This design comes from an exercise in tuning for small area and a short achievable clock period on the open sky130 flow, not from production work. No functional check of the RTL was part of any run shown here.

==> flow/design.v (outline; a module is shown in full before it is edited, if it fits) <==
// module dff_define: 9 lines
// module line: 12 lines
// module counter: 17 lines
// module double_linebuffer: 22 lines
// module kernel: 27 lines
// module fp_mul: 1323 lines
// module fp_add: 44 lines
// module alu: 36 lines
// module relu: 5 lines
// module conv2d: 29 lines
module conv2d (clk, reset, valid_in, data_in, kernel_in, load_kernel_done, data_out, valid_out, lf_done);
  // ...
==> flow/run.sh <==
#!/bin/bash
# synth_recipe.tcl (not shown) runs the flow's synth.tcl, then flattens the netlist and writes it again
# the make line also repeats each setting of config.mk as NAME=value (left out here)
make -C /OpenROAD-flow-scripts/flow DESIGN_CONFIG=/design/flow/config.mk WORK_HOME=/design/flow/orfs CLKGATE_MAP_FILE= SYNTH_SCRIPT=/design/flow/synth_recipe.tcl finish
==> flow/config.mk <==
export PLATFORM = sky130hd
export DESIGN_NAME = conv2d
export DESIGN_NICKNAME = conv2d
export VERILOG_FILES = /design/flow/design.v
export SDC_FILE = /design/flow/constraint.sdc
export NUM_CORES = 8
export LEC_CHECK = 0
export CAP_MARGIN = 20
export CORE_MARGIN = 2
export CORE_UTILIZATION = 35
export PLACE_DENSITY = 0.45
export SLEW_MARGIN = 20
==> flow/constraint.sdc <==
create_clock -name core_clock -period 11.0 [get_ports {clk}]
set_input_delay 2.2000 -clock core_clock [delete_from_list [all_inputs] [get_ports {clk}]]
set_output_delay 2.2000 -clock core_clock [all_outputs]
set_load 0.01 [all_outputs]
==> metrics.md, run 1 <==
| Metric | Value |
|---|---|
| Vias | roughly 240k |
| Most common cell after layout, fill and taps aside | dfxtp_1 |
| TAP cells | ~13k |
| Critical path depth in cells | 27 |
| Routed wl met3 | 70000 um |
| #MultiIn Comb | 21.3k |
| Row count | 360 |
| Status | no timing/DRC/antenna violations |
| Fmax | 119 MHz |
| WHS | around 0.34 ns |
| Tmin final | approximately 8.4 ns |
| Syn. warnings | 8 |
| Final Wtd Congestion | a little under 0.9 |
| Layout clock buffers | roughly 840 |
| Adder-cell share of the synthesized area | 0.199 |
| Hold Path Origin | alu1.add8.C[0]$_SDFF_PP0_ |
| Core ar. | 962000 sq um |
| Post-synthesis mux area share | 0.0383 |
| Bufs w/o clock | 820 |
| Fin area | 376000 sq um |
| Seq area share | 0.360 |
| Post-synth EDFFs | 2400 |
| Synthesized cell area | 338000 sq um |
| Worst reg-to-reg setup slack | 2.59 ns |
| Reg clk slew, reported paths | 0.06 ns |
| Crit path top cell by count | xnor2_1 |
| Metal2 WL | just under 500000 um |
| Met1 WL | about 500000 um |
| Seq_cells | 5561 |
| FF-to-FF Start | alu1.add4.r_al[3]$_SDFF_PP0_ |
| Clock root cell | clkbuf_16 |
| RSZ-0062 raised after global routing | no |
| Diode count | 26 |
| Relative slew slack | 0.206 |
| Die area | 973000 sq um |
| Post-CTS Hold Fix Bufs | 0 |
==> module fp_add, before the edit <==
module fp_add (clk, A, B, C);
input clk;
input [31:0] A, B;
output reg [31:0] C;
wire bz = ~|A & ~|B;
wire [7:0] ea = A[30:23], eb = B[30:23];
wire ege = ea >= eb;
wire eeq = ea == eb;
wire mge = A[22:0] >= B[22:0];
wire agb = eeq ? mge : ege;             
wire [7:0] dab = ea - eb;
wire [7:0] dba = eb - ea;
wire [7:0] d = ege ? dab : dba;
wire [22:0] mL = agb ? A[22:0] : B[22:0];
wire [22:0] mS = agb ? B[22:0] : A[22:0];
wire [7:0] eL = ege ? ea : eb;
wire sL = agb ? A[31] : B[31];
wire [23:0] al = (d > 8'd23) ? 24'd0 : ({1'b1, mS} >> d[4:0]);
reg [22:0] r_mL;
reg [23:0] r_al;
reg [7:0] r_e;
reg r_s, r_sub, r_bz;
always @(posedge clk) begin
	r_mL <= mL;
	r_al <= al;
	r_e <= eL;
	r_s <= sL;
	r_sub <= A[31] ^ B[31];
	r_bz <= bz;
end
wire [24:0] m = r_sub ? ({2'b01, r_mL} - {1'b0, r_al}) : ({2'b01, r_mL} + {1'b0, r_al});
reg [4:0] lz;
integer i;
always @* begin
	lz = 5'd0;
	for (i = 0; i < 24; i = i + 1)
		if (m[i]) lz = 5'd23 - i[4:0];
end
wire [23:0] ms = m[23:0] << lz;
wire [31:0] R = (r_bz || m == 25'd0) ? 32'd0 :
                m[24] ? {r_s, r_e + 8'd1, m[23:1]} :
                {r_s, r_e - {3'd0, lz}, ms[22:0]};
always @(posedge clk) C <= R;
endmodule
==> module alu, before the edit <==
module alu (clk, reset, enable, w1, w2, w3, w4, w5, w6, w7, w8, w9, k, out, valid_out);
input clk, reset, enable;
input [31:0] w1, w2, w3, w4, w5, w6, w7, w8, w9;
input [32*9-1:0] k;
output [31:0] out;
output valid_out;
localparam LAT = 10;
reg [LAT-1:0] v;
always @(posedge clk) begin
	if (~reset) v <= {LAT{1'b0}};
	else v <= {v[LAT-2:0], enable};
end
assign valid_out = v[LAT-1];
wire [31:0] p1, p2, p3, p4, p5, p6, p7, p8, p9;
wire [31:0] a1, a2, a3, a4, a5, x1, x2, x3, x4, x5;
fp_mul mul1(.clk(clk), .k(k[32*0+31:32*0]), .w(w1), .p(p1));
fp_mul mul2(.clk(clk), .k(k[32*1+31:32*1]), .w(w2), .p(p2));
fp_mul mul3(.clk(clk), .k(k[32*2+31:32*2]), .w(w3), .p(p3));
fp_mul mul4(.clk(clk), .k(k[32*3+31:32*3]), .w(w4), .p(p4));
fp_mul mul5(.clk(clk), .k(k[32*4+31:32*4]), .w(w5), .p(p5));
fp_mul mul6(.clk(clk), .k(k[32*5+31:32*5]), .w(w6), .p(p6));
fp_mul mul7(.clk(clk), .k(k[32*6+31:32*6]), .w(w7), .p(p7));
fp_mul mul8(.clk(clk), .k(k[32*7+31:32*7]), .w(w8), .p(p8));
fp_mul mul9(.clk(clk), .k(k[32*8+31:32*8]), .w(w9), .p(p9));
fp_add add1(.clk(clk), .A(p1), .B(p2), .C(a1));
fp_add add2(.clk(clk), .A(p3), .B(p4), .C(a2));
fp_add add3(.clk(clk), .A(p5), .B(p6), .C(a3));
fp_add add4(.clk(clk), .A(p7), .B(p8), .C(a4));
fp_add add5(.clk(clk), .A(p9), .B(32'd0), .C(a5));
fp_add add6(.clk(clk), .A(a1), .B(a2), .C(x1));
fp_add add7(.clk(clk), .A(a3), .B(a4), .C(x2));
fp_add add8(.clk(clk), .A(a5), .B(32'd0), .C(x3));
fp_add add9(.clk(clk), .A(x1), .B(x2), .C(x4));
fp_add add10(.clk(clk), .A(x3), .B(32'd0), .C(x5));
fp_add add11(.clk(clk), .A(x4), .B(x5), .C(out));
endmodule
==> module conv2d, before the edit <==
module conv2d (clk, reset, valid_in, data_in, kernel_in, load_kernel_done, data_out, valid_out, lf_done);
input clk, reset, valid_in;
input [31:0] data_in, kernel_in;
output load_kernel_done, valid_out;
output [31:0] data_out;
output lf_done;
wire [31:0] w1, w2, w3, w4, w5, w6, w7, w8, w9;
wire [32*9-1:0] k;
wire [31:0] alu_out, relu_out;
wire win;
reg win_q;
reg [31:0] out_q;
reg vout_q;
counter cnt(.clk(clk), .reset(reset), .acc(valid_in), .lf_done(lf_done), .win(win));
always @(posedge clk) win_q <= reset & win;
double_linebuffer dblb(.clk(clk), .reset(reset), .valid_in(valid_in), .in(data_in),
	.w1(w1), .w2(w2), .w3(w3), .w4(w4), .w5(w5), .w6(w6), .w7(w7), .w8(w8), .w9(w9));
kernel ker1(.clk(clk), .reset(reset), .kernel_in(kernel_in), .load_kernel_done(load_kernel_done), .k(k));
wire alu_valid;
alu alu1(.clk(clk), .reset(reset), .enable(win_q), .w1(w1), .w2(w2), .w3(w3), .w4(w4), .w5(w5),
	.w6(w6), .w7(w7), .w8(w8), .w9(w9), .k(k), .out(alu_out), .valid_out(alu_valid));
relu rl(.in(alu_out), .out(relu_out));
always @(posedge clk) begin
	out_q <= relu_out;
	vout_q <= reset & alu_valid;
end
assign data_out = out_q;
assign valid_out = vout_q;
endmodule
==> run 2: changes to the inputs <==
--- a/flow/design.v
+++ b/flow/design.v
@@ -1415,9 +1415,7 @@
 wire bz = ~|A & ~|B;
 wire [7:0] ea = A[30:23], eb = B[30:23];
 wire ege = ea >= eb;
-wire eeq = ea == eb;
-wire mge = A[22:0] >= B[22:0];
-wire agb = eeq ? mge : ege;             
+wire agb = A[30:0] >= B[30:0];
 wire [7:0] dab = ea - eb;
 wire [7:0] dba = eb - ea;
 wire [7:0] d = ege ? dab : dba;
@@ -1425,31 +1423,312 @@
 wire [22:0] mS = agb ? B[22:0] : A[22:0];
 wire [7:0] eL = ege ? ea : eb;
 wire sL = agb ? A[31] : B[31];
-wire [23:0] al = (d > 8'd23) ? 24'd0 : ({1'b1, mS} >> d[4:0]);
+wire sub = A[31] ^ B[31];
+wire [23:0] al = ({1'b1, mS} >> d[4:0]) & {24{~(d[7] | d[6] | d[5] | (d[4] & d[3]))}};
 reg [22:0] r_mL;
-reg [23:0] r_al;
-reg [7:0] r_e;
+reg [24:0] r_al;
+reg [7:0] r_e1;
+reg [2:0] r_e1h;
 reg r_s, r_sub, r_bz;
 always @(posedge clk) begin
 	r_mL <= mL;
-	r_al <= al;
-	r_e <= eL;
+	r_al <= {1'b0, al} ^ {25{sub}};
+	r_e1 <= eL + 8'd1;
+	r_e1h <= eL[7:5] + {2'd0, eL[4:0] == 5'd31} - 3'd1;
 	r_s <= sL;
-	r_sub <= A[31] ^ B[31];
+	r_sub <= sub;
 	r_bz <= bz;
 end
-wire [24:0] m = r_sub ? ({2'b01, r_mL} - {1'b0, r_al}) : ({2'b01, r_mL} + {1'b0, r_al});
-reg [4:0] lz;
-integer i;
-always @* begin
-	lz = 5'd0;
-	for (i = 0; i < 24; i = i + 1)
-		if (m[i]) lz = 5'd23 - i[4:0];
+wire [25:0] mc = {2'b01, r_mL, 1'b1} + {r_al, r_sub};
+wire [24:0] m = mc[25:1];
+wire [7:0] e1 = r_e1;
+wire [2:0] e1h = r_e1h;
+wire s = r_s;
+wire z = r_bz;
+wire [31:0] n_lz_x = {m, 7'b1111111};
+wire n_lz_v0_0 = n_lz_x[31] | n_lz_x[30];
+wire n_lz_c0_0 = ~n_lz_x[31];
+wire n_lz_v0_1 = n_lz_x[29] | n_lz_x[28];
+wire n_lz_c0_1 = ~n_lz_x[29];
+wire n_lz_v0_2 = n_lz_x[27] | n_lz_x[26];
+wire n_lz_c0_2 = ~n_lz_x[27];
+wire n_lz_v0_3 = n_lz_x[25] | n_lz_x[24];
+wire n_lz_c0_3 = ~n_lz_x[25];
+wire n_lz_v0_4 = n_lz_x[23] | n_lz_x[22];
+wire n_lz_c0_4 = ~n_lz_x[23];
+wire n_lz_v0_5 = n_lz_x[21] | n_lz_x[20];
+wire n_lz_c0_5 = ~n_lz_x[21];
+wire n_lz_v0_6 = n_lz_x[19] | n_lz_x[18];
+wire n_lz_c0_6 = ~n_lz_x[19];
+wire n_lz_v0_7 = n_lz_x[17] | n_lz_x[16];
+wire n_lz_c0_7 = ~n_lz_x[17];
+wire n_lz_v0_8 = n_lz_x[15] | n_lz_x[14];
+wire n_lz_c0_8 = ~n_lz_x[15];
+wire n_lz_v0_9 = n_lz_x[13] | n_lz_x[12];
+wire n_lz_c0_9 = ~n_lz_x[13];
+wire n_lz_v0_10 = n_lz_x[11] | n_lz_x[10];
+wire n_lz_c0_10 = ~n_lz_x[11];
+wire n_lz_v0_11 = n_lz_x[9] | n_lz_x[8];
+wire n_lz_c0_11 = ~n_lz_x[9];
+wire n_lz_v0_12 = n_lz_x[7] | n_lz_x[6];
+wire n_lz_c0_12 = ~n_lz_x[7];
+wire n_lz_v0_13 = n_lz_x[5] | n_lz_x[4];
+wire n_lz_c0_13 = ~n_lz_x[5];
+wire n_lz_v0_14 = n_lz_x[3] | n_lz_x[2];
+wire n_lz_c0_14 = ~n_lz_x[3];
+wire n_lz_v0_15 = n_lz_x[1] | n_lz_x[0];
+wire n_lz_c0_15 = ~n_lz_x[1];
+wire n_lz_v1_0 = n_lz_v0_0 | n_lz_v0_1;
+wire [1:0] n_lz_c1_0 = n_lz_v0_0 ? {1'b0, n_lz_c0_0} : {1'b1, n_lz_c0_1};
+wire n_lz_v1_1 = n_lz_v0_2 | n_lz_v0_3;
+wire [1:0] n_lz_c1_1 = n_lz_v0_2 ? {1'b0, n_lz_c0_2} : {1'b1, n_lz_c0_3};
+wire n_lz_v1_2 = n_lz_v0_4 | n_lz_v0_5;
+wire [1:0] n_lz_c1_2 = n_lz_v0_4 ? {1'b0, n_lz_c0_4} : {1'b1, n_lz_c0_5};
+wire n_lz_v1_3 = n_lz_v0_6 | n_lz_v0_7;
+wire [1:0] n_lz_c1_3 = n_lz_v0_6 ? {1'b0, n_lz_c0_6} : {1'b1, n_lz_c0_7};
+wire n_lz_v1_4 = n_lz_v0_8 | n_lz_v0_9;
+wire [1:0] n_lz_c1_4 = n_lz_v0_8 ? {1'b0, n_lz_c0_8} : {1'b1, n_lz_c0_9};
+wire n_lz_v1_5 = n_lz_v0_10 | n_lz_v0_11;
+wire [1:0] n_lz_c1_5 = n_lz_v0_10 ? {1'b0, n_lz_c0_10} : {1'b1, n_lz_c0_11};
+wire n_lz_v1_6 = n_lz_v0_12 | n_lz_v0_13;
+wire [1:0] n_lz_c1_6 = n_lz_v0_12 ? {1'b0, n_lz_c0_12} : {1'b1, n_lz_c0_13};
+wire n_lz_v1_7 = n_lz_v0_14 | n_lz_v0_15;
+wire [1:0] n_lz_c1_7 = n_lz_v0_14 ? {1'b0, n_lz_c0_14} : {1'b1, n_lz_c0_15};
+wire n_lz_v2_0 = n_lz_v1_0 | n_lz_v1_1;
+wire [2:0] n_lz_c2_0 = n_lz_v1_0 ? {1'b0, n_lz_c1_0} : {1'b1, n_lz_c1_1};
+wire n_lz_v2_1 = n_lz_v1_2 | n_lz_v1_3;
+wire [2:0] n_lz_c2_1 = n_lz_v1_2 ? {1'b0, n_lz_c1_2} : {1'b1, n_lz_c1_3};
+wire n_lz_v2_2 = n_lz_v1_4 | n_lz_v1_5;
+wire [2:0] n_lz_c2_2 = n_lz_v1_4 ? {1'b0, n_lz_c1_4} : {1'b1, n_lz_c1_5};
+wire n_lz_v2_3 = n_lz_v1_6 | n_lz_v1_7;
+wire [2:0] n_lz_c2_3 = n_lz_v1_6 ? {1'b0, n_lz_c1_6} : {1'b1, n_lz_c1_7};
+wire n_lz_v3_0 = n_lz_v2_0 | n_lz_v2_1;
+wire [3:0] n_lz_c3_0 = n_lz_v2_0 ? {1'b0, n_lz_c2_0} : {1'b1, n_lz_c2_1};
+wire n_lz_v3_1 = n_lz_v2_2 | n_lz_v2_3;
+wire [3:0] n_lz_c3_1 = n_lz_v2_2 ? {1'b0, n_lz_c2_2} : {1'b1, n_lz_c2_3};
+wire n_lz_v4_0 = n_lz_v3_0 | n_lz_v3_1;
+wire [4:0] n_lz_c4_0 = n_lz_v3_0 ? {1'b0, n_lz_c3_0} : {1'b1, n_lz_c3_1};
+wire [4:0] n_lz = n_lz_c4_0;
+wire [24:0] n_sh4 = n_lz[4] ? {m[8:0], 16'd0} : m;
+wire [24:0] n_sh3 = n_lz[3] ? {n_sh4[16:0], 8'd0} : n_sh4;
+wire [24:0] n_sh2 = n_lz[2] ? {n_sh3[20:0], 4'd0} : n_sh3;
+wire [24:0] n_sh1 = n_lz[1] ? {n_sh2[22:0], 2'd0} : n_sh2;
+wire [24:0] n_sh0 = n_lz[0] ? {n_sh1[23:0], 1'd0} : n_sh1;
+wire [5:0] n_El = {1'b0, e1[4:0]} - {1'b0, n_lz};
+wire [7:0] n_E = {n_El[5] ? e1h : e1[7:5], n_El[4:0]};
+wire n_mz = ~|m;
+wire [31:0] R = (z | n_mz) ? 32'd0 : {s, n_E, n_sh0[23:1]};
+always @(posedge clk) C <= R;
+endmodule
+module fp_add_relu (clk, A, B, C);
+input clk;
+input [31:0] A, B;
+output reg [31:0] C;
+wire bz = ~|A & ~|B;
+wire [7:0] ea = A[30:23], eb = B[30:23];
+wire ege = ea >= eb;
+wire agb = A[30:0] >= B[30:0];
+wire [7:0] dab = ea - eb;
+wire [7:0] dba = eb - ea;
+wire [7:0] d = ege ? dab : dba;
+wire [22:0] mL = agb ? A[22:0] : B[22:0];
+wire [22:0] mS = agb ? B[22:0] : A[22:0];
+wire [7:0] eL = ege ? ea : eb;
+wire sL = agb ? A[31] : B[31];
+wire sub = A[31] ^ B[31];
+wire [23:0] al = ({1'b1, mS} >> d[4:0]) & {24{~(d[7] | d[6] | d[5] | (d[4] & d[3]))}};
+reg [22:0] r_mL;
+reg [24:0] r_al;
+reg [7:0] r_e1;
+reg [2:0] r_e1h;
+reg r_s, r_sub, r_bz;
+always @(posedge clk) begin
+	r_mL <= mL;
+	r_al <= {1'b0, al} ^ {25{sub}};
+	r_e1 <= eL + 8'd1;
+	r_e1h <= eL[7:5] + {2'd0, eL[4:0] == 5'd31} - 3'd1;
+	r_s <= sL;
+	r_sub <= sub;
+	r_bz <= bz;
+end
+wire [25:0] mc = {2'b01, r_mL, 1'b1} + {r_al, r_sub};
+wire [24:0] m = mc[25:1];
+wire [7:0] e1 = r_e1;
+wire [2:0] e1h = r_e1h;
+wire s = r_s;
+wire z = r_bz;
+wire [31:0] n_lz_x = {m, 7'b1111111};
+wire n_lz_v0_0 = n_lz_x[31] | n_lz_x[30];
+wire n_lz_c0_0 = ~n_lz_x[31];
+wire n_lz_v0_1 = n_lz_x[29] | n_lz_x[28];
+wire n_lz_c0_1 = ~n_lz_x[29];
+wire n_lz_v0_2 = n_lz_x[27] | n_lz_x[26];
+wire n_lz_c0_2 = ~n_lz_x[27];
+wire n_lz_v0_3 = n_lz_x[25] | n_lz_x[24];
+wire n_lz_c0_3 = ~n_lz_x[25];
+wire n_lz_v0_4 = n_lz_x[23] | n_lz_x[22];
+wire n_lz_c0_4 = ~n_lz_x[23];
+wire n_lz_v0_5 = n_lz_x[21] | n_lz_x[20];
+wire n_lz_c0_5 = ~n_lz_x[21];
+wire n_lz_v0_6 = n_lz_x[19] | n_lz_x[18];
+wire n_lz_c0_6 = ~n_lz_x[19];
+wire n_lz_v0_7 = n_lz_x[17] | n_lz_x[16];
+wire n_lz_c0_7 = ~n_lz_x[17];
+wire n_lz_v0_8 = n_lz_x[15] | n_lz_x[14];
+wire n_lz_c0_8 = ~n_lz_x[15];
+wire n_lz_v0_9 = n_lz_x[13] | n_lz_x[12];
+wire n_lz_c0_9 = ~n_lz_x[13];
+wire n_lz_v0_10 = n_lz_x[11] | n_lz_x[10];
+wire n_lz_c0_10 = ~n_lz_x[11];
+wire n_lz_v0_11 = n_lz_x[9] | n_lz_x[8];
+wire n_lz_c0_11 = ~n_lz_x[9];
+wire n_lz_v0_12 = n_lz_x[7] | n_lz_x[6];
+wire n_lz_c0_12 = ~n_lz_x[7];
+wire n_lz_v0_13 = n_lz_x[5] | n_lz_x[4];
+wire n_lz_c0_13 = ~n_lz_x[5];
+wire n_lz_v0_14 = n_lz_x[3] | n_lz_x[2];
+wire n_lz_c0_14 = ~n_lz_x[3];
+wire n_lz_v0_15 = n_lz_x[1] | n_lz_x[0];
+wire n_lz_c0_15 = ~n_lz_x[1];
+wire n_lz_v1_0 = n_lz_v0_0 | n_lz_v0_1;
+wire [1:0] n_lz_c1_0 = n_lz_v0_0 ? {1'b0, n_lz_c0_0} : {1'b1, n_lz_c0_1};
+wire n_lz_v1_1 = n_lz_v0_2 | n_lz_v0_3;
+wire [1:0] n_lz_c1_1 = n_lz_v0_2 ? {1'b0, n_lz_c0_2} : {1'b1, n_lz_c0_3};
+wire n_lz_v1_2 = n_lz_v0_4 | n_lz_v0_5;
+wire [1:0] n_lz_c1_2 = n_lz_v0_4 ? {1'b0, n_lz_c0_4} : {1'b1, n_lz_c0_5};
+wire n_lz_v1_3 = n_lz_v0_6 | n_lz_v0_7;
+wire [1:0] n_lz_c1_3 = n_lz_v0_6 ? {1'b0, n_lz_c0_6} : {1'b1, n_lz_c0_7};
+wire n_lz_v1_4 = n_lz_v0_8 | n_lz_v0_9;
+wire [1:0] n_lz_c1_4 = n_lz_v0_8 ? {1'b0, n_lz_c0_8} : {1'b1, n_lz_c0_9};
+wire n_lz_v1_5 = n_lz_v0_10 | n_lz_v0_11;
+wire [1:0] n_lz_c1_5 = n_lz_v0_10 ? {1'b0, n_lz_c0_10} : {1'b1, n_lz_c0_11};
+wire n_lz_v1_6 = n_lz_v0_12 | n_lz_v0_13;
+wire [1:0] n_lz_c1_6 = n_lz_v0_12 ? {1'b0, n_lz_c0_12} : {1'b1, n_lz_c0_13};
+wire n_lz_v1_7 = n_lz_v0_14 | n_lz_v0_15;
+wire [1:0] n_lz_c1_7 = n_lz_v0_14 ? {1'b0, n_lz_c0_14} : {1'b1, n_lz_c0_15};
+wire n_lz_v2_0 = n_lz_v1_0 | n_lz_v1_1;
+wire [2:0] n_lz_c2_0 = n_lz_v1_0 ? {1'b0, n_lz_c1_0} : {1'b1, n_lz_c1_1};
+wire n_lz_v2_1 = n_lz_v1_2 | n_lz_v1_3;
+wire [2:0] n_lz_c2_1 = n_lz_v1_2 ? {1'b0, n_lz_c1_2} : {1'b1, n_lz_c1_3};
+wire n_lz_v2_2 = n_lz_v1_4 | n_lz_v1_5;
+wire [2:0] n_lz_c2_2 = n_lz_v1_4 ? {1'b0, n_lz_c1_4} : {1'b1, n_lz_c1_5};
+wire n_lz_v2_3 = n_lz_v1_6 | n_lz_v1_7;
+wire [2:0] n_lz_c2_3 = n_lz_v1_6 ? {1'b0, n_lz_c1_6} : {1'b1, n_lz_c1_7};
+wire n_lz_v3_0 = n_lz_v2_0 | n_lz_v2_1;
+wire [3:0] n_lz_c3_0 = n_lz_v2_0 ? {1'b0, n_lz_c2_0} : {1'b1, n_lz_c2_1};
+wire n_lz_v3_1 = n_lz_v2_2 | n_lz_v2_3;
+wire [3:0] n_lz_c3_1 = n_lz_v2_2 ? {1'b0, n_lz_c2_2} : {1'b1, n_lz_c2_3};
+wire n_lz_v4_0 = n_lz_v3_0 | n_lz_v3_1;
+wire [4:0] n_lz_c4_0 = n_lz_v3_0 ? {1'b0, n_lz_c3_0} : {1'b1, n_lz_c3_1};
+wire [4:0] n_lz = n_lz_c4_0;
+wire [24:0] n_sh4 = n_lz[4] ? {m[8:0], 16'd0} : m;
+wire [24:0] n_sh3 = n_lz[3] ? {n_sh4[16:0], 8'd0} : n_sh4;
+wire [24:0] n_sh2 = n_lz[2] ? {n_sh3[20:0], 4'd0} : n_sh3;
+wire [24:0] n_sh1 = n_lz[1] ? {n_sh2[22:0], 2'd0} : n_sh2;
+wire [24:0] n_sh0 = n_lz[0] ? {n_sh1[23:0], 1'd0} : n_sh1;
+wire [5:0] n_El = {1'b0, e1[4:0]} - {1'b0, n_lz};
+wire [7:0] n_E = {n_El[5] ? e1h : e1[7:5], n_El[4:0]};
+wire n_mz = ~|m;
+wire [31:0] R = (z | n_mz) ? 32'd0 : {s, n_E, n_sh0[23:1]};
+always @(posedge clk) C <= R[31] ? 32'd0 : R;
+endmodule
+module fp_add0 (clk, A, C);
+input clk;
+input [31:0] A;
+output reg [31:0] C;
+wire [7:0] ea = A[30:23];
+wire [23:0] mb = (ea < 8'd24) ? (24'h800000 >> ea[4:0]) : 24'd0;
+wire [25:0] mmc = {2'b01, A[22:0], 1'b1} + {{1'b0, mb} ^ {25{A[31]}}, A[31]};
+wire [24:0] mm = mmc[25:1];
+reg [24:0] r_m;
+reg [7:0] r_e1;
+reg [2:0] r_e1h;
+reg r_s, r_z;
+always @(posedge clk) begin
+	r_m <= mm;
+	r_e1 <= ea + 8'd1;
+	r_e1h <= ea[7:5] + {2'd0, ea[4:0] == 5'd31} - 3'd1;
+	r_s <= A[31];
+	r_z <= ~|A;
 end
-wire [23:0] ms = m[23:0] << lz;
-wire [31:0] R = (r_bz || m == 25'd0) ? 32'd0 :
-                m[24] ? {r_s, r_e + 8'd1, m[23:1]} :
-                {r_s, r_e - {3'd0, lz}, ms[22:0]};
+wire [24:0] m = r_m;
+wire [7:0] e1 = r_e1;
+wire [2:0] e1h = r_e1h;
+wire s = r_s;
+wire z = r_z;
+wire [31:0] n_lz_x = {m, 7'b1111111};
+wire n_lz_v0_0 = n_lz_x[31] | n_lz_x[30];
+wire n_lz_c0_0 = ~n_lz_x[31];
+wire n_lz_v0_1 = n_lz_x[29] | n_lz_x[28];
+wire n_lz_c0_1 = ~n_lz_x[29];
+wire n_lz_v0_2 = n_lz_x[27] | n_lz_x[26];
+wire n_lz_c0_2 = ~n_lz_x[27];
+wire n_lz_v0_3 = n_lz_x[25] | n_lz_x[24];
+wire n_lz_c0_3 = ~n_lz_x[25];
+wire n_lz_v0_4 = n_lz_x[23] | n_lz_x[22];
+wire n_lz_c0_4 = ~n_lz_x[23];
+wire n_lz_v0_5 = n_lz_x[21] | n_lz_x[20];
+wire n_lz_c0_5 = ~n_lz_x[21];
+wire n_lz_v0_6 = n_lz_x[19] | n_lz_x[18];
+wire n_lz_c0_6 = ~n_lz_x[19];
+wire n_lz_v0_7 = n_lz_x[17] | n_lz_x[16];
+wire n_lz_c0_7 = ~n_lz_x[17];
+wire n_lz_v0_8 = n_lz_x[15] | n_lz_x[14];
+wire n_lz_c0_8 = ~n_lz_x[15];
+wire n_lz_v0_9 = n_lz_x[13] | n_lz_x[12];
+wire n_lz_c0_9 = ~n_lz_x[13];
+wire n_lz_v0_10 = n_lz_x[11] | n_lz_x[10];
+wire n_lz_c0_10 = ~n_lz_x[11];
+wire n_lz_v0_11 = n_lz_x[9] | n_lz_x[8];
+wire n_lz_c0_11 = ~n_lz_x[9];
+wire n_lz_v0_12 = n_lz_x[7] | n_lz_x[6];
+wire n_lz_c0_12 = ~n_lz_x[7];
+wire n_lz_v0_13 = n_lz_x[5] | n_lz_x[4];
+wire n_lz_c0_13 = ~n_lz_x[5];
+wire n_lz_v0_14 = n_lz_x[3] | n_lz_x[2];
+wire n_lz_c0_14 = ~n_lz_x[3];
+wire n_lz_v0_15 = n_lz_x[1] | n_lz_x[0];
+wire n_lz_c0_15 = ~n_lz_x[1];
+wire n_lz_v1_0 = n_lz_v0_0 | n_lz_v0_1;
+wire [1:0] n_lz_c1_0 = n_lz_v0_0 ? {1'b0, n_lz_c0_0} : {1'b1, n_lz_c0_1};
+wire n_lz_v1_1 = n_lz_v0_2 | n_lz_v0_3;
+wire [1:0] n_lz_c1_1 = n_lz_v0_2 ? {1'b0, n_lz_c0_2} : {1'b1, n_lz_c0_3};
+wire n_lz_v1_2 = n_lz_v0_4 | n_lz_v0_5;
+wire [1:0] n_lz_c1_2 = n_lz_v0_4 ? {1'b0, n_lz_c0_4} : {1'b1, n_lz_c0_5};
+wire n_lz_v1_3 = n_lz_v0_6 | n_lz_v0_7;
+wire [1:0] n_lz_c1_3 = n_lz_v0_6 ? {1'b0, n_lz_c0_6} : {1'b1, n_lz_c0_7};
+wire n_lz_v1_4 = n_lz_v0_8 | n_lz_v0_9;
+wire [1:0] n_lz_c1_4 = n_lz_v0_8 ? {1'b0, n_lz_c0_8} : {1'b1, n_lz_c0_9};
+wire n_lz_v1_5 = n_lz_v0_10 | n_lz_v0_11;
+wire [1:0] n_lz_c1_5 = n_lz_v0_10 ? {1'b0, n_lz_c0_10} : {1'b1, n_lz_c0_11};
+wire n_lz_v1_6 = n_lz_v0_12 | n_lz_v0_13;
+wire [1:0] n_lz_c1_6 = n_lz_v0_12 ? {1'b0, n_lz_c0_12} : {1'b1, n_lz_c0_13};
+wire n_lz_v1_7 = n_lz_v0_14 | n_lz_v0_15;
+wire [1:0] n_lz_c1_7 = n_lz_v0_14 ? {1'b0, n_lz_c0_14} : {1'b1, n_lz_c0_15};
+wire n_lz_v2_0 = n_lz_v1_0 | n_lz_v1_1;
+wire [2:0] n_lz_c2_0 = n_lz_v1_0 ? {1'b0, n_lz_c1_0} : {1'b1, n_lz_c1_1};
+wire n_lz_v2_1 = n_lz_v1_2 | n_lz_v1_3;
+wire [2:0] n_lz_c2_1 = n_lz_v1_2 ? {1'b0, n_lz_c1_2} : {1'b1, n_lz_c1_3};
+wire n_lz_v2_2 = n_lz_v1_4 | n_lz_v1_5;
+wire [2:0] n_lz_c2_2 = n_lz_v1_4 ? {1'b0, n_lz_c1_4} : {1'b1, n_lz_c1_5};
+wire n_lz_v2_3 = n_lz_v1_6 | n_lz_v1_7;
+wire [2:0] n_lz_c2_3 = n_lz_v1_6 ? {1'b0, n_lz_c1_6} : {1'b1, n_lz_c1_7};
+wire n_lz_v3_0 = n_lz_v2_0 | n_lz_v2_1;
+wire [3:0] n_lz_c3_0 = n_lz_v2_0 ? {1'b0, n_lz_c2_0} : {1'b1, n_lz_c2_1};
+wire n_lz_v3_1 = n_lz_v2_2 | n_lz_v2_3;
+wire [3:0] n_lz_c3_1 = n_lz_v2_2 ? {1'b0, n_lz_c2_2} : {1'b1, n_lz_c2_3};
+wire n_lz_v4_0 = n_lz_v3_0 | n_lz_v3_1;
+wire [4:0] n_lz_c4_0 = n_lz_v3_0 ? {1'b0, n_lz_c3_0} : {1'b1, n_lz_c3_1};
+wire [4:0] n_lz = n_lz_c4_0;
+wire [24:0] n_sh4 = n_lz[4] ? {m[8:0], 16'd0} : m;
+wire [24:0] n_sh3 = n_lz[3] ? {n_sh4[16:0], 8'd0} : n_sh4;
+wire [24:0] n_sh2 = n_lz[2] ? {n_sh3[20:0], 4'd0} : n_sh3;
+wire [24:0] n_sh1 = n_lz[1] ? {n_sh2[22:0], 2'd0} : n_sh2;
+wire [24:0] n_sh0 = n_lz[0] ? {n_sh1[23:0], 1'd0} : n_sh1;
+wire [5:0] n_El = {1'b0, e1[4:0]} - {1'b0, n_lz};
+wire [7:0] n_E = {n_El[5] ? e1h : e1[7:5], n_El[4:0]};
+wire n_mz = ~|m;
+wire [31:0] R = (z | n_mz) ? 32'd0 : {s, n_E, n_sh0[23:1]};
 always @(posedge clk) C <= R;
 endmodule
 module alu (clk, reset, enable, w1, w2, w3, w4, w5, w6, w7, w8, w9, k, out, valid_out);
@@ -1480,18 +1759,13 @@
 fp_add add2(.clk(clk), .A(p3), .B(p4), .C(a2));
 fp_add add3(.clk(clk), .A(p5), .B(p6), .C(a3));
 fp_add add4(.clk(clk), .A(p7), .B(p8), .C(a4));
-fp_add add5(.clk(clk), .A(p9), .B(32'd0), .C(a5));
+fp_add0 add5(.clk(clk), .A(p9), .C(a5));
 fp_add add6(.clk(clk), .A(a1), .B(a2), .C(x1));
 fp_add add7(.clk(clk), .A(a3), .B(a4), .C(x2));
-fp_add add8(.clk(clk), .A(a5), .B(32'd0), .C(x3));
+fp_add0 add8(.clk(clk), .A(a5), .C(x3));
 fp_add add9(.clk(clk), .A(x1), .B(x2), .C(x4));
-fp_add add10(.clk(clk), .A(x3), .B(32'd0), .C(x5));
-fp_add add11(.clk(clk), .A(x4), .B(x5), .C(out));
-endmodule
-module relu (in, out);
-input [31:0] in;
-output [31:0] out;
-assign out = in[31] ? 32'd0 : in;
+fp_add0 add10(.clk(clk), .A(x3), .C(x5));
+fp_add_relu add11(.clk(clk), .A(x4), .B(x5), .C(out));
 endmodule
 module conv2d (clk, reset, valid_in, data_in, kernel_in, load_kernel_done, data_out, valid_out, lf_done);
 input clk, reset, valid_in;
@@ -1501,24 +1775,14 @@
 output lf_done;
 wire [31:0] w1, w2, w3, w4, w5, w6, w7, w8, w9;
 wire [32*9-1:0] k;
-wire [31:0] alu_out, relu_out;
+wire [31:0] alu_out;
 wire win;
 reg win_q;
-reg [31:0] out_q;
-reg vout_q;
 counter cnt(.clk(clk), .reset(reset), .acc(valid_in), .lf_done(lf_done), .win(win));
 always @(posedge clk) win_q <= reset & win;
 double_linebuffer dblb(.clk(clk), .reset(reset), .valid_in(valid_in), .in(data_in),
 	.w1(w1), .w2(w2), .w3(w3), .w4(w4), .w5(w5), .w6(w6), .w7(w7), .w8(w8), .w9(w9));
 kernel ker1(.clk(clk), .reset(reset), .kernel_in(kernel_in), .load_kernel_done(load_kernel_done), .k(k));
-wire alu_valid;
 alu alu1(.clk(clk), .reset(reset), .enable(win_q), .w1(w1), .w2(w2), .w3(w3), .w4(w4), .w5(w5),
-	.w6(w6), .w7(w7), .w8(w8), .w9(w9), .k(k), .out(alu_out), .valid_out(alu_valid));
-relu rl(.in(alu_out), .out(relu_out));
-always @(posedge clk) begin
-	out_q <= relu_out;
-	vout_q <= reset & alu_valid;
-end
-assign data_out = out_q;
-assign valid_out = vout_q;
+	.w6(w6), .w7(w7), .w8(w8), .w9(w9), .k(k), .out(data_out), .valid_out(valid_out));
 endmodule
--- a/flow/config.mk
+++ b/flow/config.mk
@@ -5,8 +5,10 @@
 export SDC_FILE = /design/flow/constraint.sdc
 export NUM_CORES = 8
 export LEC_CHECK = 0
+export ABC_CLOCK_PERIOD_IN_PS = 3500
 export CAP_MARGIN = 20
 export CORE_MARGIN = 2
-export CORE_UTILIZATION = 35
-export PLACE_DENSITY = 0.45
+export CORE_UTILIZATION = 50
+export PLACE_DENSITY = 0.62
+export SETUP_SLACK_MARGIN = 5
 export SLEW_MARGIN = 20
==> run 2 against run 1 <==
Sequential share of layout area up 1.3 points; clock skew down 0.027 ns; register-to-register slack better by 2.6 ns; wire length shrank 13%; hold slack gained 0.036 ns; critical path type unchanged; fmax up 45%; cell count down 12%; critical path depth shrank 5; via count shrank 3.7%; non-clock buffer count is 39 lower.
==> metrics.md, run 2 <==
| Metric | Value |
|---|---|
| R2r worst-path depth | 22 |
| Met3 usage | 0.0632 |
| Tmin final | 5.79 ns (-2.62 ns) |
| Buffers and inverters on the worst path | 4 |
| Crit path capture | alu1.mul7.p[13]$_SDFF_PP0_ |
| First-pass GRT wire length | 1450000 um |
| Max_cap viols | 0 |
| Final Wtd Congestion | 0.933 (+7.6%) |
| Cell taking the most area after synthesis | edfxtp_1 |
| Avg Inst Size Synth | 10.9 sq um |
| Largest family of logic cells by synthesized area | adder cells |
| Fmax | 173 MHz (+45%) |
| Nets@finish | between 30k and 40k |
| Top post-synthesis cells by count | dfxtp_1 (3095), xnor2_1 (3018), inv_1 (2660), edfxtp_1 (2400), fa_1 (2347) |
| Post-Synth Simple-Gate Area | 0.0749 |
| Initial antenna violation count | 27 |
| Residual DRC | 0 |
| Worst-path cell chain | inv_1 > fa_1 > inv_1 > fa_1 > ha_1 > a21o_1 > a21o_1 > a211o_1 > a22o_1 > nor3_1 > buf_4 > a211o_1 > nand3_1 > a31oi_1 > o21ai_1 > a21o_1 > nand3_1 > a21oi_4 > xnor2_2 > buf_6 > o21a_1 > a2111oi_1 |
| Worst setup SP type | register |
| Kind of critical path | register to register |
| Post-CTS Hold Fix Bufs | 0 (unchanged) |
| Non-filler cells in the finished layout | 38.6k |
| Most common cell after layout, fill and taps aside | dfxtp_1 |
| HP Class | register to register |
| CTS Buf Count | about 600 |
| Area grow syn2layout | 9.63% |
| Crit-path max FO | 39 |
| Status | no timing/DRC/antenna violations |
| FF-to-FF Start | alu1.mul7.c14_47$_DFF_P_ |
| Fin. Hold Viols | 0 |
| Clock latency on the worst-skew pair | 1.15 ns |
| Crit. End Element | register |
| Vias | 230k (-3.7%) |
| Compound-Gate Fraction of Synth Area | 0.130 |
| First-pass iteration count of the detailed router | 7 |
| Die area | 663000 sq um (-32%) |
| Reg2Reg Capture Point | alu1.mul7.p[13]$_SDFF_PP0_ |
| Ranking of synthesized cells by area | edfxtp_1 (22%), dfxtp_1 (19%), fa_1 (14%), xnor2_1 (8.1%), ha_1 (6.2%) |
| Max reg flops | 2080 |
| Reg clk slew, reported paths | 0.06 ns (about the same) |
| Post-synth cell types | 144 |
| Most frequent cells in the layout | dfxtp_1 (3087), xnor2_1 (3000), inv_1 (2659), edfxtp_1 (2400), fa_1 (2347) |
| Clock root cell | clkbuf_16 |
| Vias per Instance | 5.95 |
| Synthesized net count | approximately 34k |
| Crit path top cell by count | a21o_1 |
| IO Count | 102 |
| Req. time, crit path | 11.98 ns |
| Slew @ Worst Pin | 1.28 ns |
| Share of cells above drive strength 1 | 0.0773 |
| Placed Cells | 37.5k |
| Max-slew violations | 0 |
| Top_reg_cell synth | dfxtp_1 |
| Critical Path Start | alu1.mul7.c14_47$_DFF_P_ |
| Largest stage delay, worst path | approximately 0.53 ns |
| GRT busiest layer | met2 |
| Starting Density | 0.502 |
| Count leader, synth | dfxtp_1 |
| Drt wl/cell | roughly 25 um |
| GR Overflow Total | 0 |
| Seq/Total Area, Yosys | 0.408 |
| Total GRT Usage | 0.283 |
| Crit share post-route | 0.527 |
| Adder-cell share of the synthesized area | 0.205 (+0.00635) |
| RSZ-0062 raised after global routing | yes |
| Largest reg by FF count | dblb.lb.stage.d.Q |
| Met1 usage | 0.389 |
| Core ar. | 654000 sq um (-32%) |
| M2 GR Usage | 0.433 |
| Ys async rst share | 0 |
| H-Tree Depth | 6 |
| Synthesized cell area | 328000 sq um (-2.9%) |
| Worst reg-to-reg setup slack | 5.21 ns (+2.62 ns) |
| Yosys reg bits | 5495 |
| Largest net degree at the start of global routing | 206 |
| Yosys top cell area share | 0.220 |
| Final Setup Violations | 0 |
| Worst hold path depth | 0 |
| Relative slew slack | 0.140 (-0.0661) |
| Critical Path AT | 6.77 ns |
| Post-synth EDFFs | 2400 (unchanged) |
| Xor/xnor share of the synthesized area | 0.0931 |
| Post-synthesis mux area share | 0.0341 (-0.00421) |
| Die X-Extent | 814 um |
| Number of global-route vias before repair | 232k |
| Regs by FF count | dblb.lb.stage.d.Q (2080), ker1.kw.d.Q (256) |
| WL final | 957000 um |
| Die Span Y | a little over 800 um |
| Crit-path leading delay family | compound AO/OA/AOI/OAI gates |
| Clock sink count | 5495 |
| Critical path depth in cells | 22 (-19%) |
| Antenna Nets Post-Route | 0 |
| Starting DRT DRC Count | 24.7k |
| Slowest-stage cell, CP | fa_1 |
| Buffers on Ports | 100 |
| Syn Inst Count | between 20k and 30k |
| Syn. warnings | 10 (+2) |
| Fin Setup TNS | 0 ns |
| Row count | 297 (-18%) |
| CTS Buffer Depth | 4 |
| DP Wirelength | 651000 um |
| CTS tree | yes |
| Clock Skew | 0.0747 ns |
==> run 2: cell type report <==
type / count / area (sq um)
clock buffer: 804 / 16900
multi-input combinational: 19800 / 177000
fill: 55900 / 294000
timing repair buffer: 781 / 6350
tap: 8671 / 10800
antenna: 20 / 50.0
inverter: 2771 / 10400
sequential: 5495 / 134000
clock inverter: 295 / 3580
==> run 2: layer usage <==
layer  wire length [um]  share of wire
met5                106        0.00011
met4              46500          0.049
met3              92900          0.097
met2             417000           0.44
met1             400000           0.42
==> run 2: cells by family after synthesis <==
logic type      after synthesis
xor+xnor                   3481
mux                         988
other cells                   1
simple gates               5053
buf+inv                    4662
compound gates             6310
flops                      5495
fa+ha+maj                  3975
==> run 2: how the worst min path moves through the flow <==
stage / from / to / slack, ns
after floorplan: dblb.in_q[21]$_DFF_P_ / alu1.mul9.c45_171$_DFF_P_ / 0.34
after global placement: ker1.kin[17]$_DFF_P_ / ker1.kw8.Q[17]$_DFFE_PP_ / 0.39
after detailed placement: ker1.kin[17]$_DFF_P_ / ker1.kw8.Q[17]$_DFFE_PP_ / 0.39
after CTS: dblb.lb.stage[40].d.Q[11]$_DFFE_PP_ / dblb.lb.stage[41].d.Q[11]$_DFFE_PP_ / 0.37
after global routing: dblb.lb.stage[39].d.Q[1]$_DFFE_PP_ / dblb.lb.stage[40].d.Q[1]$_DFFE_PP_ / 0.39
final: dblb.lb.stage[9].d.Q[24]$_DFFE_PP_ / dblb.lb.stage[10].d.Q[24]$_DFFE_PP_ / 0.38
==> run 2: metrics by stage <==
stage	util	setup slack [ns]	instance area, sq um	hold WS [ns]
finish	0.550	5.21	360000	0.379
global route	0.550	5.00	360000	0.389
CTS	0.549	4.81	359000	0.375
detailed placement	0.517	4.35	338000	0.389
global placement	0.517	4.53	338000	0.389
floorplan	-	-4.25	328000	0.345
==> run 2: what timing repair did <==
action | 4_1_cts | 5_1_grt
setup buffers | 0 | 28
gates cloned | 1 | 1
endpoints found under the setup margin | 144 | 261
pin swaps | 0 | 13
gates resized for setup | 18 | 85
==> run 3: changes to the inputs <==
==> flow/flow/run.sh (new file) <==
#!/bin/bash
# Own layout flow: the standard flow (standard.sh) on all steps, with timing
# repair allowed to resize cells across footprints and aimed at a tighter setup
# target than the 11 ns clock needs, so the achieved period is optimised.
# Each step's full log stays in orfs/logs/; make's own output goes to make.log.
set -euo pipefail
bash standard.sh MATCH_CELL_FOOTPRINT=0 SETUP_SLACK_MARGIN=7.4 finish > make.log 2>&1
==> flow/standard.sh (new file) <==
#!/bin/bash
# synth_recipe.tcl (not shown) runs the flow's synth.tcl, then flattens the netlist and writes it again
# the make line also repeats each setting of config.mk as NAME=value (left out here)
make -C /OpenROAD-flow-scripts/flow DESIGN_CONFIG=/design/flow/config.mk WORK_HOME=/design/flow/orfs CLKGATE_MAP_FILE= SYNTH_SCRIPT=/design/flow/synth_recipe.tcl "${@:-finish}"
removed: flow/run.sh
==> run 3 against run 2 <==
Global-route usage up 1.5 points; synthesized area stayed put; clock skew fell by 0.011 ns; critical path depth up 1.
==> metrics.md, run 3 <==
| Metric | Value |
|---|---|
| H-Tree Depth | 6 (unchanged) |
| Die area | 663000 sq um (unchanged) |
| Antenna Nets Post-Route | 0 (unchanged) |
| Max_cap viols | 0 (unchanged) |
| Cell taking the most area after synthesis | edfxtp_1 |
| Post-synth cell types | 144 (unchanged) |
| Starting DRT DRC Count | 26.4k (+6.9%) |
| Yosys reg bits | 5495 (unchanged) |
| Largest net degree at the start of global routing | 206 (unchanged) |
| Post-synth EDFFs | 2400 (unchanged) |
| Relative slew slack | 0.128 (-0.0119) |
| Most common cell after layout, fill and taps aside | xnor2_1 |
| Largest family of logic cells by synthesized area | adder cells |
| FILL cells | 52.0k (-7.0%) |
| Clock sink count | 5495 (unchanged) |
| Drt wl/cell | 25.4 um (+2.4%) |
| Slowest-stage cell, CP | fa_1 |
| Die Span Y | 814 um (unchanged) |
| Clock latency on the worst-skew pair | 1.16 ns (about the same) |
| Syn Inst Count | 30.0k (unchanged) |
| Placed Cells | 37.5k (unchanged) |
| Met1 usage | 0.403 (+0.0140) |
| Starting Density | 0.502 (unchanged) |
| First-pass iteration count of the detailed router | 7 (unchanged) |
| Clock root cell | clkbuf_16 |
| Crit share post-route | 0.479 (-0.0476) |
| Adder-cell share of the synthesized area | 0.205 (unchanged) |
| Syn. warnings | 10 (unchanged) |
| Ranking of synthesized cells by area | edfxtp_1 (22%), dfxtp_1 (19%), fa_1 (14%), xnor2_1 (8.1%), ha_1 (6.2%) |
| Synthesized net count | 34.0k (unchanged) |
| M2 GR Usage | 0.458 (+0.0247) |
| R2r worst-path depth | 23 (+4.5%) |
| Post-CTS Hold Fix Bufs | 0 (unchanged) |
| Vias | 243k (+5.6%) |
| GRT busiest layer | met2 |
| Largest reg by FF count | dblb.lb.stage.d.Q |
| Die X-Extent | 814 um (unchanged) |
| Seq/Total Area, Yosys | 0.408 (unchanged) |
| Slew @ Worst Pin | 1.30 ns (+0.0177 ns) |
| Top post-synthesis cells by count | dfxtp_1 (3095), xnor2_1 (3018), inv_1 (2660), edfxtp_1 (2400), fa_1 (2347) |
| Top_reg_cell synth | dfxtp_1 |
| CTS tree | yes |
| FF-to-FF Start | alu1.mul8.c14_49$_DFF_P_ |
| Crit-path max FO | 5 (-87%) |
| Ys async rst share | 0 (unchanged) |
| Largest stage delay, worst path | 0.55 ns (+0.02 ns) |
| WL final | 1020000 um (+7.0%) |
| Critical path depth in cells | 23 (+4.5%) |
| Critical Path AT | 6.27 ns (-0.50 ns) |
| Req. time, crit path | 12.00 ns (+0.02 ns) |
| Kind of critical path | register to register |
| Tmin final | 5.27 ns (-0.523 ns) |
| RSZ-0062 raised after global routing | yes |
| Residual DRC | 0 (unchanged) |
| Fmax | 190 MHz (+9.9%) |
| Compound-Gate Fraction of Synth Area | 0.130 (unchanged) |
| Met3 usage | 0.0686 (+0.00540) |
| Final Setup Violations | 0 (unchanged) |
| First-pass GRT wire length | 1520000 um (+5.2%) |
| Number of global-route vias before repair | 244k (+5.2%) |
| Share of cells above drive strength 1 | 0.218 (+0.141) |
| Post-synthesis mux area share | 0.0341 (unchanged) |
| Total GRT Usage | 0.298 (+0.0149) |
| Yosys top cell area share | 0.220 (unchanged) |
| Status | no timing/DRC/antenna violations |
| Critical Path Start | alu1.mul8.c14_49$_DFF_P_ |
| Buffers on Ports | 100 (unchanged) |
| Clock Skew | 0.0636 ns (-0.0111 ns) |
| Fin area | 396000 sq um (+10%) |
| Area grow syn2layout | 20.7% |
| Nets@finish | 35.2k (+5.1%) |
| IO Count | 102 (unchanged) |
| DP Wirelength | 651000 um (unchanged) |
| Vias per Instance | 6.02 (+1.1%) |
| Worst-path cell chain | inv_2 > fa_1 > inv_2 > fa_1 > ha_4 > nand4_1 > nor2_2 > o21ai_1 > o31ai_2 > buf_4 > a31o_4 > a41o_4 > a221oi_4 > o31ai_4 > o2111ai_2 > a311o_2 > o2111a_2 > buf_6 > xor2_4 > buf_6 > nor2_2 > o221ai_2 > nor2_1 |
| Final Wtd Congestion | 0.933 (unchanged) |
| Fin. Hold Viols | 0 (unchanged) |
| Worst reg-to-reg setup slack | 5.73 ns (+0.52 ns) |
| Synthesized cell area | 328000 sq um (unchanged) |
| Crit path capture | alu1.mul8.p[5]$_SDFF_PP0_ |
| Row count | 297 (unchanged) |
| Crit. End Element | register |
| Core ar. | 654000 sq um (unchanged) |
| GR Overflow Total | 0 (unchanged) |
| Reg2Reg Capture Point | alu1.mul8.p[5]$_SDFF_PP0_ |
| Buffers and inverters on the worst path | 5 (+1) |
| Initial antenna violation count | 31 (+15%) |
| Avg Inst Size Synth | 10.9 sq um (unchanged) |
| Dpl cell area | 338000 sq um (unchanged) |
| HP Class | register to register |
| Post-Synth Simple-Gate Area | 0.0749 (unchanged) |
| Regs by FF count | dblb.lb.stage.d.Q (2080), ker1.kw.d.Q (256) |
| CTS Buf Count | 602 (unchanged) |
| Count leader, synth | dfxtp_1 |
| Non-filler cells in the finished layout | 40.4k (+4.4%) |
| Worst setup SP type | register |
| Most frequent cells in the layout | xnor2_1 (2883), dfxtp_1 (2788), inv_1 (2545), edfxtp_1 (2400), fa_1 (2308) |
| Max-slew violations | 0 (unchanged) |
| Reg clk slew, reported paths | 0.06 ns (about the same) |
| Max reg flops | 2080 (unchanged) |
| Xor/xnor share of the synthesized area | 0.0931 (unchanged) |
| Crit-path leading delay family | compound AO/OA/AOI/OAI gates |
| CTS Buffer Depth | 4 (unchanged) |
run 3: cell counts after synthesis:
No cell type changed its count.
run 3: through the flow:
stage | utilization | hold WS [ns] | setup slack, ns | setup TNS [ns]
after floorplan | - | 0.345 | -4.25 | -8967.95
after global placement | 0.517 | 0.389 | 4.53 | 0
after detailed placement | 0.517 | 0.389 | 4.35 | 0
after CTS | 0.586 | 0.375 | 5.79 | 0
after global routing | 0.605 | 0.389 | 5.59 | 0
final | 0.605 | 0.379 | 5.73 | 0
run 3: kinds of logic after synthesis:
kind of cell	Yosys count
mux	988
other cells	1
xor+xnor	3481
flops	5495
fa+ha+maj	3975
simple gates	5053
compound gates	6310
buf+inv	4662
run 3: worst min-delay path by stage:
stage                                          endpoint                           startpoint  slack (ns)  cells past startpoint
finish               dblb.lb.stage[48].d.Q[4]$_DFFE_PP_   dblb.lb.stage[47].d.Q[4]$_DFFE_PP_        0.38                      0
global route         dblb.lb.stage[40].d.Q[1]$_DFFE_PP_   dblb.lb.stage[39].d.Q[1]$_DFFE_PP_        0.39                      0
CTS                 dblb.lb.stage[41].d.Q[11]$_DFFE_PP_  dblb.lb.stage[40].d.Q[11]$_DFFE_PP_        0.37                      0
detailed placement             ker1.kw8.Q[17]$_DFFE_PP_                 ker1.kin[17]$_DFF_P_        0.39                      0
global placement               ker1.kw8.Q[17]$_DFFE_PP_                 ker1.kin[17]$_DFF_P_        0.39                      0
floorplan                     alu1.mul9.c45_171$_DFF_P_                dblb.in_q[21]$_DFF_P_        0.34                      0
run 3: layout make-up:
cell class | instances | area (sq um) | share of cell area
Antenna cell | 13 | 32.5 | 0.0000822
Inverter | 2771 | 10800 | 0.0274
Clock inverter | 295 | 3580 | 0.00903
Tap cell | 8671 | 10800 | 0.0274
Sequential cell | 5495 | 135000 | 0.340
Clock buffer | 804 | 16900 | 0.0428
Timing Repair Buffer | 2466 | 23800 | 0.0600
Multi-Input combinational cell | 19800 | 195000 | 0.493
run 3: repair_timing:
item / 4_1_cts / 5_1_grt
buffers inserted: 1026 / 572
resized for setup: 3558 / 1741
gates cloned: 131 / 21
setup endpoints to repair: 1831 / 1197
pin swaps: 1330 / 1038
run 3: metal layers:
metal	part of all wire	up-vias
li1	-	107000
met1	0.40	120000
met2	0.44	13000
met3	0.10	3218
met4	0.055	18
met5	0.00012	-

-- separate check: timing with driven ports --
No port has a modelled driver above. Below, the same layouts with a new extraction and two added sets of constraints. Step 1 (the two cells are an assumption about what drives the block):
set clk [get_ports {clk}]
set_driving_cell -lib_cell sky130_fd_sc_hd__clkbuf_16 $clk
set_driving_cell -lib_cell sky130_fd_sc_hd__buf_2 [delete_from_list [all_inputs] $clk]
Step 2 also shifts input and output timing later by t, the mid clock arrival at the registers, as if the neighbouring blocks saw the same clock. Slacks: no drivers / after step 1 / after step 2; pairs: no drivers / after step 1.
run	shift t [ns]	slack for setup (ns)	worst slew at a driven data input, ns	cell pins on the clock port's net
run 1	1.210	2.588 / 2.588 / 2.588	0.14	1
run 2	1.249	5.207 / 5.207 / 5.207	0.07	1
run 3	1.263	5.730 / 5.730 / 5.730	0.07	1
After both steps setup and hold are still met in every run listed.
